Source: an optimization exercise on an open RTL-to-GDS flow (aim: small area). Production flows keep margins and buffers that such runs may drop.
In this exercise RTL edits were held to simulation tests only and were not proved equivalent to the original.
The clock input has no modelled driver; a real chip could not lean on it and would need a root buffer or a full tree.
Power and IR drop assume default switching activity.

v37:
// cpu
module cpu(clk,reset,memdata,memread,memwrite,adr,writedata,groundconstant);
For scale: ~260 cells after synthesis, ~90 flip-flops, ~0.0028 sq mm of cells after synthesis.
export LEC_CHECK = 0
export CAP_MARGIN = 20
export CORE_MARGIN = 2
export CORE_UTILIZATION = 75
export PLACE_DENSITY = 0.9
export SLEW_MARGIN = 20
create_clock -name core_clock -period 5.0 [get_ports {clk}]
standard.sh (not shown) runs the stock make flow with config.mk's settings and CLKGATE_MAP_FILE= SYNTH_SCRIPT=/design/flow/synth_recipe.tcl, a recipe that flattens the netlist after the stock synthesis.
==> flow/flow/run.sh <==
#!/bin/bash
# The standard layout (standard.sh), changed in ways that do not change the
# design or what is measured:
#  - synthesis is the standard synthesis script (synth_recipe.tcl and ORFS's
#    synth.tcl) with only its ABC script replaced by an area-oriented one
#    (flow/abc_area.script) and its full-adder extraction skipped, so that
#    ABC maps all the logic; flip-flop mapping, flattening and renaming are
#    untouched, so the registers are the standard synthesis's;
#  - port buffers are the smallest buffer (buf_1) instead of clkdlybuf4s50_1;
#  - the clock tree is a two-level tree of five clkbuf_8 leaves, each driving an
#    equal share of the flip-flops, under one clkbuf_2 (flow/cts_grid.tcl),
#    in place of TritonCTS.
# Each tool's log is under orfs/logs; the make output goes to standard.log.
set -euo pipefail
here=$(pwd)
sed -e "s#\[env_var_exists_and_non_empty ADDER_MAP_FILE\] &&#0 \&\&#" \
  -e "s#log_cmd abc {\*}\$abc_args#log_cmd abc -script $here/flow/abc_area.script {*}\$lib_args {*}\$lib_dont_use_args -constr \$::env(OBJECTS_DIR)/abc.constr#" \
  "$FLOW_HOME/scripts/synth.tcl" > synth_core.tcl
grep -q "flow/abc_area.script" synth_core.tcl
grep -q "^  0 &&" synth_core.tcl
sed "s#source \$::env(SCRIPTS_DIR)/synth.tcl#source $here/synth_core.tcl#" synth_recipe.tcl > my_synth.tcl
grep -q "synth_core.tcl" my_synth.tcl
sed "s#SYNTH_SCRIPT=[^ ]*#SYNTH_SCRIPT=$here/my_synth.tcl#" standard.sh > my_standard.sh
grep -q "my_synth.tcl" my_standard.sh
export BUFFER_PORTS_ARGS="-buffer_cell sky130_fd_sc_hd__buf_1"
export PRE_CTS_TCL="$here/flow/cts_grid.tcl"
export CLK_ROWS="2 1 2"
export CLK_LEAF_BUF=sky130_fd_sc_hd__clkbuf_8 CLK_ROOT_BUF=sky130_fd_sc_hd__clkbuf_2
bash my_standard.sh > standard.log 2>&1
==> flow/flow/abc_area.script <==
strash
dch
amap
topo
==> flow/flow/cts_grid.tcl <==
# Replace TritonCTS with a two-level clock tree.  The flip-flops are split
# into groups of equal size (by x into columns, then by y within each
# column; CLK_ROWS lists the groups in each column); each group is driven by one CLK_LEAF_BUF at its centre, and one
# CLK_ROOT_BUF at the centre of those buffers drives them from the clock
# port.  Every flip-flop is two buffers from the clock port.
rename clock_tree_synthesis __tritoncts
proc clock_tree_synthesis {args} {
  set block [ord::get_db_block]
  set dbu [$block getDbUnitsPerMicron]
  set sinks {}
  foreach it [[$block findNet clk] getITerms] {
    set inst [$it getInst]
    set bb [$inst getBBox]
    lappend sinks [list "[$inst getName]/[[$it getMTerm] getName]" \
      [expr {([$bb xMin] + [$bb xMax]) / 2.0 / $dbu}] \
      [expr {([$bb yMin] + [$bb yMax]) / 2.0 / $dbu}]]
  }
  set n [llength $sinks]
  # CLK_ROWS lists the number of groups in each column
  set rowl $::env(CLK_ROWS)
  set k 0; foreach r $rowl { incr k $r }
  set byx [lsort -real -index 1 $sinks]
  set groups {}
  set done 0
  foreach rows $rowl {
    set a [expr {$done * $n / $k}]; incr done $rows; set b [expr {$done * $n / $k - 1}]
    set col [lsort -real -index 2 [lrange $byx $a $b]]
    set m [llength $col]
    for {set r 0} {$r < $rows} {incr r} {
      lappend groups [lrange $col [expr {$r * $m / $rows}] [expr {($r + 1) * $m / $rows - 1}]]
    }
  }
  set j 0; set sx 0.0; set sy 0.0; set nl 0
  foreach g $groups {
    if {[llength $g] == 0} continue
    set gx 0.0; set gy 0.0; set pins {}
    foreach s $g {
      set gx [expr {$gx + [lindex $s 1]}]; set gy [expr {$gy + [lindex $s 2]}]
      lappend pins [get_pins [lindex $s 0]]
    }
    set gx [expr {$gx / [llength $g]}]; set gy [expr {$gy / [llength $g]}]
    puts "clock leaf $j: [llength $g] sinks at $gx $gy"
    insert_buffer -buffer_cell $::env(CLK_LEAF_BUF) -net clk -load_pins $pins \
      -location [list $gx $gy] -buffer_name clkleaf$j -net_name clknet_leaf$j
    set sx [expr {$sx + $gx}]; set sy [expr {$sy + $gy}]; incr nl; incr j
  }
  insert_buffer -buffer_cell $::env(CLK_ROOT_BUF) -net clk \
    -location [list [expr {$sx / $nl}] [expr {$sy / $nl}]] -buffer_name clkroot -net_name clknet_root
  foreach it [[$block findNet clk] getITerms] {
    set rn [[[$it getInst] findITerm X] getNet]
    $rn setSigType CLOCK
    foreach lt [$rn getITerms] {
      set o [[$lt getInst] findITerm X]
      if {$o ne "NULL" && [$o getNet] ne "NULL"} { [$o getNet] setSigType CLOCK }
    }
  }
  set_propagated_clock [all_clocks]
}
The flow did not stop early for v37: all stages ran, and the layout cleared the timing, design-rule and antenna checks.
The inputs of v48 differ from those of v37 as listed below.
--- a/flow/flow/run.sh
+++ b/flow/flow/run.sh
@@ -8,6 +8,6 @@
 #    untouched, so the registers are the standard synthesis's;
 #  - port buffers are the smallest buffer (buf_1) instead of clkdlybuf4s50_1;
-#  - the clock tree is a two-level tree of five clkbuf_8 leaves, each driving an
-#    equal share of the flip-flops, under one clkbuf_2 (flow/cts_grid.tcl),
+#  - the clock tree is a two-level tree of clkbuf_8 leaves, each driving an
+#    equal share of the flip-flops, under one clkbuf_4 (flow/cts_grid.tcl),
 #    in place of TritonCTS.
 # Each tool's log is under orfs/logs; the make output goes to standard.log.
@@ -25,5 +25,5 @@
 export BUFFER_PORTS_ARGS="-buffer_cell sky130_fd_sc_hd__buf_1"
 export PRE_CTS_TCL="$here/flow/cts_grid.tcl"
-export CLK_ROWS="2 1 2"
-export CLK_LEAF_BUF=sky130_fd_sc_hd__clkbuf_8 CLK_ROOT_BUF=sky130_fd_sc_hd__clkbuf_2
+export CLK_COLS=3 CLK_ROWS=2
+export CLK_LEAF_BUF=sky130_fd_sc_hd__clkbuf_8 CLK_ROOT_BUF=sky130_fd_sc_hd__clkbuf_4
 bash my_standard.sh > standard.log 2>&1
--- a/flow/flow/cts_grid.tcl
+++ b/flow/flow/cts_grid.tcl
@@ -1,5 +1,5 @@
 # Replace TritonCTS with a two-level clock tree.  The flip-flops are split
-# into groups of equal size (by x into columns, then by y within each
-# column; CLK_ROWS lists the groups in each column); each group is driven by one CLK_LEAF_BUF at its centre, and one
+# into CLK_COLS x CLK_ROWS groups of equal size (by x, then by y within each
+# column); each group is driven by one CLK_LEAF_BUF at its centre, and one
 # CLK_ROOT_BUF at the centre of those buffers drives them from the clock
 # port.  Every flip-flop is two buffers from the clock port.
@@ -17,12 +17,9 @@
   }
   set n [llength $sinks]
-  # CLK_ROWS lists the number of groups in each column
-  set rowl $::env(CLK_ROWS)
-  set k 0; foreach r $rowl { incr k $r }
+  set cols $::env(CLK_COLS); set rows $::env(CLK_ROWS)
   set byx [lsort -real -index 1 $sinks]
   set groups {}
-  set done 0
-  foreach rows $rowl {
-    set a [expr {$done * $n / $k}]; incr done $rows; set b [expr {$done * $n / $k - 1}]
+  for {set c 0} {$c < $cols} {incr c} {
+    set a [expr {$c * $n / $cols}]; set b [expr {($c + 1) * $n / $cols - 1}]
     set col [lsort -real -index 2 [lrange $byx $a $b]]
     set m [llength $col]
==> comparison <==
Relative to v37, the final cell area reported for v48 is higher.
v48 vs. v37: clock power share went up by 1.2 points.
The via total after detailed routing of v48 exceeds that of v37 by 3.0%.
#### Input delta (v31 over v48)
--- a/flow/flow/run.sh
+++ b/flow/flow/run.sh
@@ -8,6 +8,6 @@
 #    untouched, so the registers are the standard synthesis's;
 #  - port buffers are the smallest buffer (buf_1) instead of clkdlybuf4s50_1;
-#  - the clock tree is a two-level tree of clkbuf_8 leaves, each driving an
-#    equal share of the flip-flops, under one clkbuf_4 (flow/cts_grid.tcl),
+#  - the clock tree is a two-level tree of five clkbuf_8 leaves, each driving an
+#    equal share of the flip-flops, under one clkbuf_2 (flow/cts_grid.tcl),
 #    in place of TritonCTS.
 # Each tool's log is under orfs/logs; the make output goes to standard.log.
@@ -25,5 +25,5 @@
 export BUFFER_PORTS_ARGS="-buffer_cell sky130_fd_sc_hd__buf_1"
 export PRE_CTS_TCL="$here/flow/cts_grid.tcl"
-export CLK_COLS=3 CLK_ROWS=2
-export CLK_LEAF_BUF=sky130_fd_sc_hd__clkbuf_8 CLK_ROOT_BUF=sky130_fd_sc_hd__clkbuf_4
+export CLK_ROWS="2 1 2"
+export CLK_LEAF_BUF=sky130_fd_sc_hd__clkbuf_8 CLK_ROOT_BUF=sky130_fd_sc_hd__clkbuf_2
 bash my_standard.sh > standard.log 2>&1
==> flow/flow/abc_area.script <==
strash
dch -f
amap
topo
--- a/flow/flow/cts_grid.tcl
+++ b/flow/flow/cts_grid.tcl
@@ -1,5 +1,5 @@
 # Replace TritonCTS with a two-level clock tree.  The flip-flops are split
-# into CLK_COLS x CLK_ROWS groups of equal size (by x, then by y within each
-# column); each group is driven by one CLK_LEAF_BUF at its centre, and one
+# into groups of equal size (by x into columns, then by y within each
+# column; CLK_ROWS lists the groups in each column); each group is driven by one CLK_LEAF_BUF at its centre, and one
 # CLK_ROOT_BUF at the centre of those buffers drives them from the clock
 # port.  Every flip-flop is two buffers from the clock port.
@@ -17,9 +17,12 @@
   }
   set n [llength $sinks]
-  set cols $::env(CLK_COLS); set rows $::env(CLK_ROWS)
+  # CLK_ROWS lists the number of groups in each column
+  set rowl $::env(CLK_ROWS)
+  set k 0; foreach r $rowl { incr k $r }
   set byx [lsort -real -index 1 $sinks]
   set groups {}
-  for {set c 0} {$c < $cols} {incr c} {
-    set a [expr {$c * $n / $cols}]; set b [expr {($c + 1) * $n / $cols - 1}]
+  set done 0
+  foreach rows $rowl {
+    set a [expr {$done * $n / $k}]; incr done $rows; set b [expr {$done * $n / $k - 1}]
     set col [lsort -real -index 2 [lrange $byx $a $b]]
     set m [llength $col]
### Flow results
Taking v48 as the reference, in v31 area after synthesis decreased about 0.3%; flip-flop and latch share of the layout cell area climbed 0.52 points; post-route DRC violation count barely changed; final worst setup slack +0.064 ns. Compared with v48, v31 shows sequential power lower by about 0.8%. Compared with v48, v31 shows internal cell power that has gone down by a few percent.
In every run of this note, the design's own scripts or RTL, not TritonCTS, make the clock network.

==> port drivers added, routing unchanged <==
How much do the figures lean on ideal ports? The routed layouts below were timed once more, with nothing changed but the port constraints.
Step 1, drivers: a clkbuf_16 drives clk and a buf_2 each remaining input, both assumed.
Step 2 also shifts input and output timing later by t, the mid clock arrival at the registers, as if the neighbouring blocks saw the same clock.
Slacks: ideal ports / drivers / drivers and shift; pairs: ideal ports / drivers.
run | t (ns) | setup WS [ns] | worst setup path at the end | worst data-port slew with drivers (ns) | pins driven straight from the clock port
v37 | 0.460 | 0.824 / 0.824 / 0.773 | input to register | 0.03 | 1
v48 | 0.417 | 0.777 / 0.777 / 0.755 | input to register | 0.03 | 1
v31 | 0.485 | 0.841 / 0.841 / 0.814 | input to register | 0.03 | 1
After both steps setup and hold are still met in every run listed. The setup slack of v37, which loses most, moves by 0.000 ns with the drivers and by -0.051 ns with both steps.
